From an optimization exercise on the open Yosys and OpenROAD flow, aimed at small area, a short achievable clock period and few clock cycles; shortcuts taken in it are not production practice.
Function was checked by simulation only, so behaviour that the tests miss may differ from the original.

==> flow/design.v (outline; a module is shown in full before it is edited, if it fits) <==
// module softmax: 3006 lines
// module sm_fa: 4 lines
// module sm_ha: 4 lines
module softmax #(parameter
	ARITH_TYPE = 1,
	DATA_WIDTH = 32,
	INTEGER = 10,
	FRACTION = 22,
    E=8,
    M=23 )
    (
input  wire                  clk,
input  wire                  reset,
input  wire                  softmax_enable,
input  wire [DATA_WIDTH-1:0] in1,
input  wire [DATA_WIDTH-1:0] in2,
input  wire [DATA_WIDTH-1:0] in3,
input  wire [DATA_WIDTH-1:0] in4,
input  wire [DATA_WIDTH-1:0] max_input,
output wire [DATA_WIDTH-1:0] softmax_out_1,
output wire [DATA_WIDTH-1:0] softmax_out_2,
output wire [DATA_WIDTH-1:0] softmax_out_3,
output wire [DATA_WIDTH-1:0] softmax_out_4,
output reg                   softmax_output_ready
    );
  // ...
==> flow/flow/run.sh <==
#!/bin/bash
# Layout flow: the standard ORFS flow (standard.sh, unchanged) with two
# settings passed on to make:
#  - BUFFER_PORTS_ARGS: every input and output port still gets its buffer, a
#    buf_1 (the smallest buffer) instead of the cell buffer_ports picks.
# make's full output goes to flow_make.log; ORFS keeps each step's log under
# orfs/logs.
set -euo pipefail
MARGIN=$(cat flow/margin.txt)
bash standard.sh "SETUP_SLACK_MARGIN=$MARGIN" \
  "BUFFER_PORTS_ARGS=-buffer_cell sky130_fd_sc_hd__buf_1" finish > flow_make.log 2>&1
==> flow/flow/margin.txt <==
9
==> flow/standard.sh <==
#!/bin/bash
# synth_recipe.tcl (not shown) runs the flow's synth.tcl, then flattens the netlist and writes it again
# the make line also repeats each setting of config.mk as NAME=value (left out here)
make -C /OpenROAD-flow-scripts/flow DESIGN_CONFIG=/design/flow/config.mk WORK_HOME=/design/flow/orfs CLKGATE_MAP_FILE= SYNTH_SCRIPT=/design/flow/synth_recipe.tcl "${@:-finish}"
==> flow/config.mk <==
export PLATFORM = sky130hd
export DESIGN_NAME = softmax
export DESIGN_NICKNAME = softmax
export VERILOG_FILES = /design/flow/design.v
export SDC_FILE = /design/flow/constraint.sdc
export NUM_CORES = 4
export LEC_CHECK = 0
export ABC_AREA = 1
export CAP_MARGIN = 20
export CORE_MARGIN = 2
export CORE_UTILIZATION = 40
export PLACE_DENSITY = 0.6
export SLEW_MARGIN = 20
export SYNTH_HIERARCHICAL = 1
export SYNTH_MINIMUM_KEEP_SIZE = 0
==> flow/constraint.sdc <==
create_clock -name core_clock -period 15.0 [get_ports {clk}]
set_input_delay 3.0000 -clock core_clock [delete_from_list [all_inputs] [get_ports {clk}]]
set_output_delay 3.0000 -clock core_clock [all_outputs]
set_load 0.01 [all_outputs]
==> out/metrics.cfg, run 1 <==
[synth]
synth_async_sr_flop_share=0.0215
synth_area_sq_mm=0.0340
netlist.area_leader.share=0.304
muxShareOfSynthArea=0
synth_edf_count=0
synthAdderAreaFrac=0.400
synth_compound_area_frac=0.156
synth_xor_area_frac=0.112

[hold_path]
holdPathStages=0

[global_route]
use_met2=0.407
antenna_found_initial=0

[final_layout]
fin_cells=5334
n_antenna_cell=0
fillers=8283

[critical_path]
cp_cell_sequence=clkinvlp_4 > buf_4 > o22ai_1 > xor2_1 > fa_1 > fa_1 > fa_1 > fa_2 > fa_1 > fa_1 > fa_1 > ha_4 > nand2_1 > o21a_1 > o221a_2 > nor2_1 > a211oi_1 > nand2_1 > xor2_1
cp_num_buf_inv=2
worst_setup_path_start_kind=register
cp.depth=19

[clock_tree]
cts_resized=52

[die]
die_x_um=296
initial_core_util=0.405
die_h_um=296

[detailed_routing]
wl_met1_um=44400
via_count=29456

[sta]
rsz0062_at_grt=true
holdWs_ns=0.325

[run_status]
status=finished clean

Testbench counts, summed over its fixed seeds: cycles 16,808.
==> run 2, diff against run 1 <==
--- a/flow/config.mk
+++ b/flow/config.mk
@@ -9,6 +9,7 @@
 export CAP_MARGIN = 20
 export CORE_MARGIN = 2
 export CORE_UTILIZATION = 40
+export CTS_BUF_LIST = sky130_fd_sc_hd__clkbuf_4 sky130_fd_sc_hd__clkbuf_8
 export PLACE_DENSITY = 0.6
 export SLEW_MARGIN = 20
 export SYNTH_HIERARCHICAL = 1
==> out/metrics.cfg, run 2 <==
[synth]
synth_async_sr_flop_share=0.0215  ; unchanged
ys.flop_type=dfxtp_1  ; unchanged
muxShareOfSynthArea=0  ; unchanged
synth_top_family_by_area=adder cells  ; unchanged
seq_area_frac_synth=0.138  ; unchanged
synth.distinct_cells=68  ; unchanged
ys_warn_count=7  ; unchanged
synth_top_cells_by_count=nand2_1, fa_1, inv_1  ; unchanged
avgSynthCellArea_sq_um=8.59  ; unchanged
netlist.area_leader.share=0.304  ; unchanged
synthAdderAreaFrac=0.400  ; unchanged
synth_xor_area_frac=0.112  ; unchanged
synth_edf_count=0  ; unchanged
synth_compound_area_frac=0.156  ; unchanged
ys_seq_elements=233  ; unchanged
synth_most_common_cell=nand2_1  ; unchanged
synthTopCellsByArea=fa_1, dfxtp_1, xor2_1, ha_1, o22ai_1  ; unchanged
synth_area_sq_mm=0.0340  ; unchanged
synth-simple-area-share=0.109  ; unchanged
synthCells=3956  ; unchanged
synth_top_area_cell=fa_1  ; unchanged

[sta]
min_period_over_period=0.390  ; was 0.387
worst_pin_slew_ns=1.00  ; about the same
max_slew_margin=0.332  ; was 0.331
holdWs_ns=0.311  ; was 0.325 ns
slew_viol_final=0  ; unchanged
timing.fmax_ghz=0.171  ; was 0.172 GHz
skew_ns=0.0577  ; was 0.0444 ns
setup-tns-final_ns=0  ; unchanged
period_needed_ns=5.85  ; was 5.80 ns
rsz0062_at_grt=true  ; unchanged
setup_viol=0  ; unchanged
hold_viol=0  ; unchanged

[die]
rows=106  ; unchanged
die_area_sq_mm=0.0873  ; unchanged
initial_core_util=0.405  ; unchanged
coreArea_sq_mm=0.0840  ; unchanged
die_x_um=296  ; unchanged
ios=292  ; unchanged
die_h_um=296  ; unchanged

[placed_design]
dp_cells=5190  ; unchanged
post_dp_cell_area_sq_mm=0.0359  ; unchanged
port_buffers=250  ; unchanged
gp_congestion=0.927  ; unchanged
dp_hpwl_um=79600  ; unchanged

[detailed_routing]
wl_per_cell_um=20.3  ; was 20.4 um
post_drt_via_cell_ratio=5.52  ; about the same
via_count=29614  ; was 29,456
drt-pass1-iter-count=6  ; unchanged
drtAntennaViolNets=0  ; unchanged
drc=0  ; unchanged
drtIter0Drc=2658  ; was 2,818
drt-total-wl_um=109000  ; about the same

[global_route]
grt_overflow=0  ; unchanged
grt.total_usage=0.245  ; was 0.244
grt_pass1_wl_um=167000  ; about the same
grt_max_degree=61  ; unchanged
antenna_found_initial=1  ; was 0
grt_pass1_vias=29850  ; was 29,703

[final_layout]
synthToLayoutAreaGrowth_pct=12.2  ; about the same
fin_cells=5368  ; was 5,334
fillers=8279  ; was 8,283
nNetsFinal=5144  ; was 5,121
fin_area_sq_mm=0.0382  ; was 0.0381 sq mm
drive_above_1_share=0.0966  ; was 0.0876
layout_commonest_cell=nand2_1  ; unchanged
final_cell_mix=nand2_1, fa_1, xor2_1  ; unchanged

[hold_path]
holdCritPathClass=reg2reg  ; unchanged
holdPathStages=0  ; unchanged

[critical_path]
required_ns=15.45  ; was 15.50 ns
ff2ff_path_depth=15  ; was 19
worst_setup_path_start_kind=register  ; unchanged
crit_type=reg2reg  ; unchanged
worstPathArrival_ns=6.29  ; was 6.30 ns
crit_path_max_fanout=12  ; was 10
end_kind=register  ; unchanged

[clock_tree]
cts_max_level=2  ; was 1
hold_buffers=0  ; unchanged
clockRootBuffer=clkbuf_8  ; was clkbuf_16
clk_latency_ns=0.61  ; was 0.58 ns
cts_buffers=39  ; was 26
clkSinkCount=233  ; unchanged
tritoncts=yes  ; unchanged
clkTransAtPathRegs_ns=0.06  ; was 0.07 ns
clock_path_buffers=3  ; unchanged

[job]
maxCapViolations=0  ; unchanged

[run_status]
status=finished clean  ; unchanged

-- run 2: cell counts after synthesis --
Identical to the previous run, type by type.
-- run 2: final timing paths --
path	slack [ns]	to	start
max in group asynchronous	12.47	softmax_output_ready	reset
min reg2reg	0.31	o3[16]	o4[16]
min	0.31	o3[16]	o4[16]
max reg2reg	9.15	o4[21]	s3_d[14]
max	9.15	o4[21]	s3_d[14]
min in group asynchronous	2.28	cnt[3]	reset
-- run 2: final cells by class --
type | count | area (sq um) | share of cell area
clock buffers | 59 | 743 | 0.0195
repair inverters | 21 | 125 | 0.00328
well taps | 1134 | 1420 | 0.0372
diodes | 1 | 2.50 | 0.0000656
clock inverters | 12 | 124 | 0.00325
inverters | 456 | 1900 | 0.0497
flip-flops and latches | 233 | 4760 | 0.125
multi-input cells | 3064 | 27000 | 0.707
repair buffers | 388 | 2120 | 0.0555
-- run 2: per-module statistics from Yosys, one instance, submodules excluded --
module / cells inside / copies in the design
sm_ha: 1 / 88
softmax: 3358 / 1
sm_fa: 1 / 510
-- run 2: logic make-up after synthesis --
family | after synthesis
simple gates | 919
fa+ha+maj | 778
flops | 233
compound gates | 862
xor+xnor | 433
buf+inv | 729
other cells | 2
-- run 2: stage by stage --
| step | utilization | setup WS [ns] |
|---|---|---|
| 5_1_grt | 0.455 | 8.94 |
| 3_3_place_gp | 0.427 | 8.36 |
| 3_5_place_dp | 0.427 | 8.27 |
| 2_1_floorplan | - | 9.14 |
| 4_1_cts | 0.443 | 9.00 |
| 6_report | 0.455 | 9.15 |
-- run 2: worst max-delay path, stage by stage, from the launching register on --
cell and delay, ns:
dfxtp_1 0.52, clkinvlp_2 0.80, o22ai_1 0.38, xor2_1 0.23, fa_1 0.49, fa_1 0.57
fa_1 0.45, fa_1 0.46, ha_1 0.45, nand2_1 0.13, nor2_1 0.26, and3_1 0.26
nand4_1 0.14, nand4_1 0.26, a21oi_1 0.15, xnor2_1 0.15
-- run 2: timing repair --
action / 4_1_cts / 5_1_grt
hold endpoints to repair: 0 / 0
buffers inserted: 28 / 57
endpoints found under the setup margin: 41 / 38
cloned: 10 / 11
gates resized for setup: 52 / 125
pin swaps: 7 / 14
-- run 2: routing by layer --
layer  vias to the layer above  routed length [um]  GRT usage
met4                         0                4300     0.0914
met2                      1518               50400      0.407
met5                         -                   0          0
met1                     14327               44500      0.323
li1                      13492                   -          -
met3                       277                9800     0.0368

[separate check: timing with driven ports]
Ports are ideal in the flow. The routed layouts listed here were re-timed in OpenROAD. Step 1 assumes that a clkbuf_16 drives the clock port and a buf_2 every other input. Step 2 also shifts input and output timing later by t, the mid clock arrival at the registers, as if the neighbouring blocks saw the same clock. a / b / c = ideal / step 1 / step 2; a / b = the first two.
run | t (ns) | slack for setup (ns) | worst setup path after step 2
run 1 | 0.629 | 9.201 / 9.201 / 9.201 | register to register
run 2 | 0.653 | 9.154 / 9.154 / 9.154 | register to register
After both steps setup and hold are still met in every run listed.
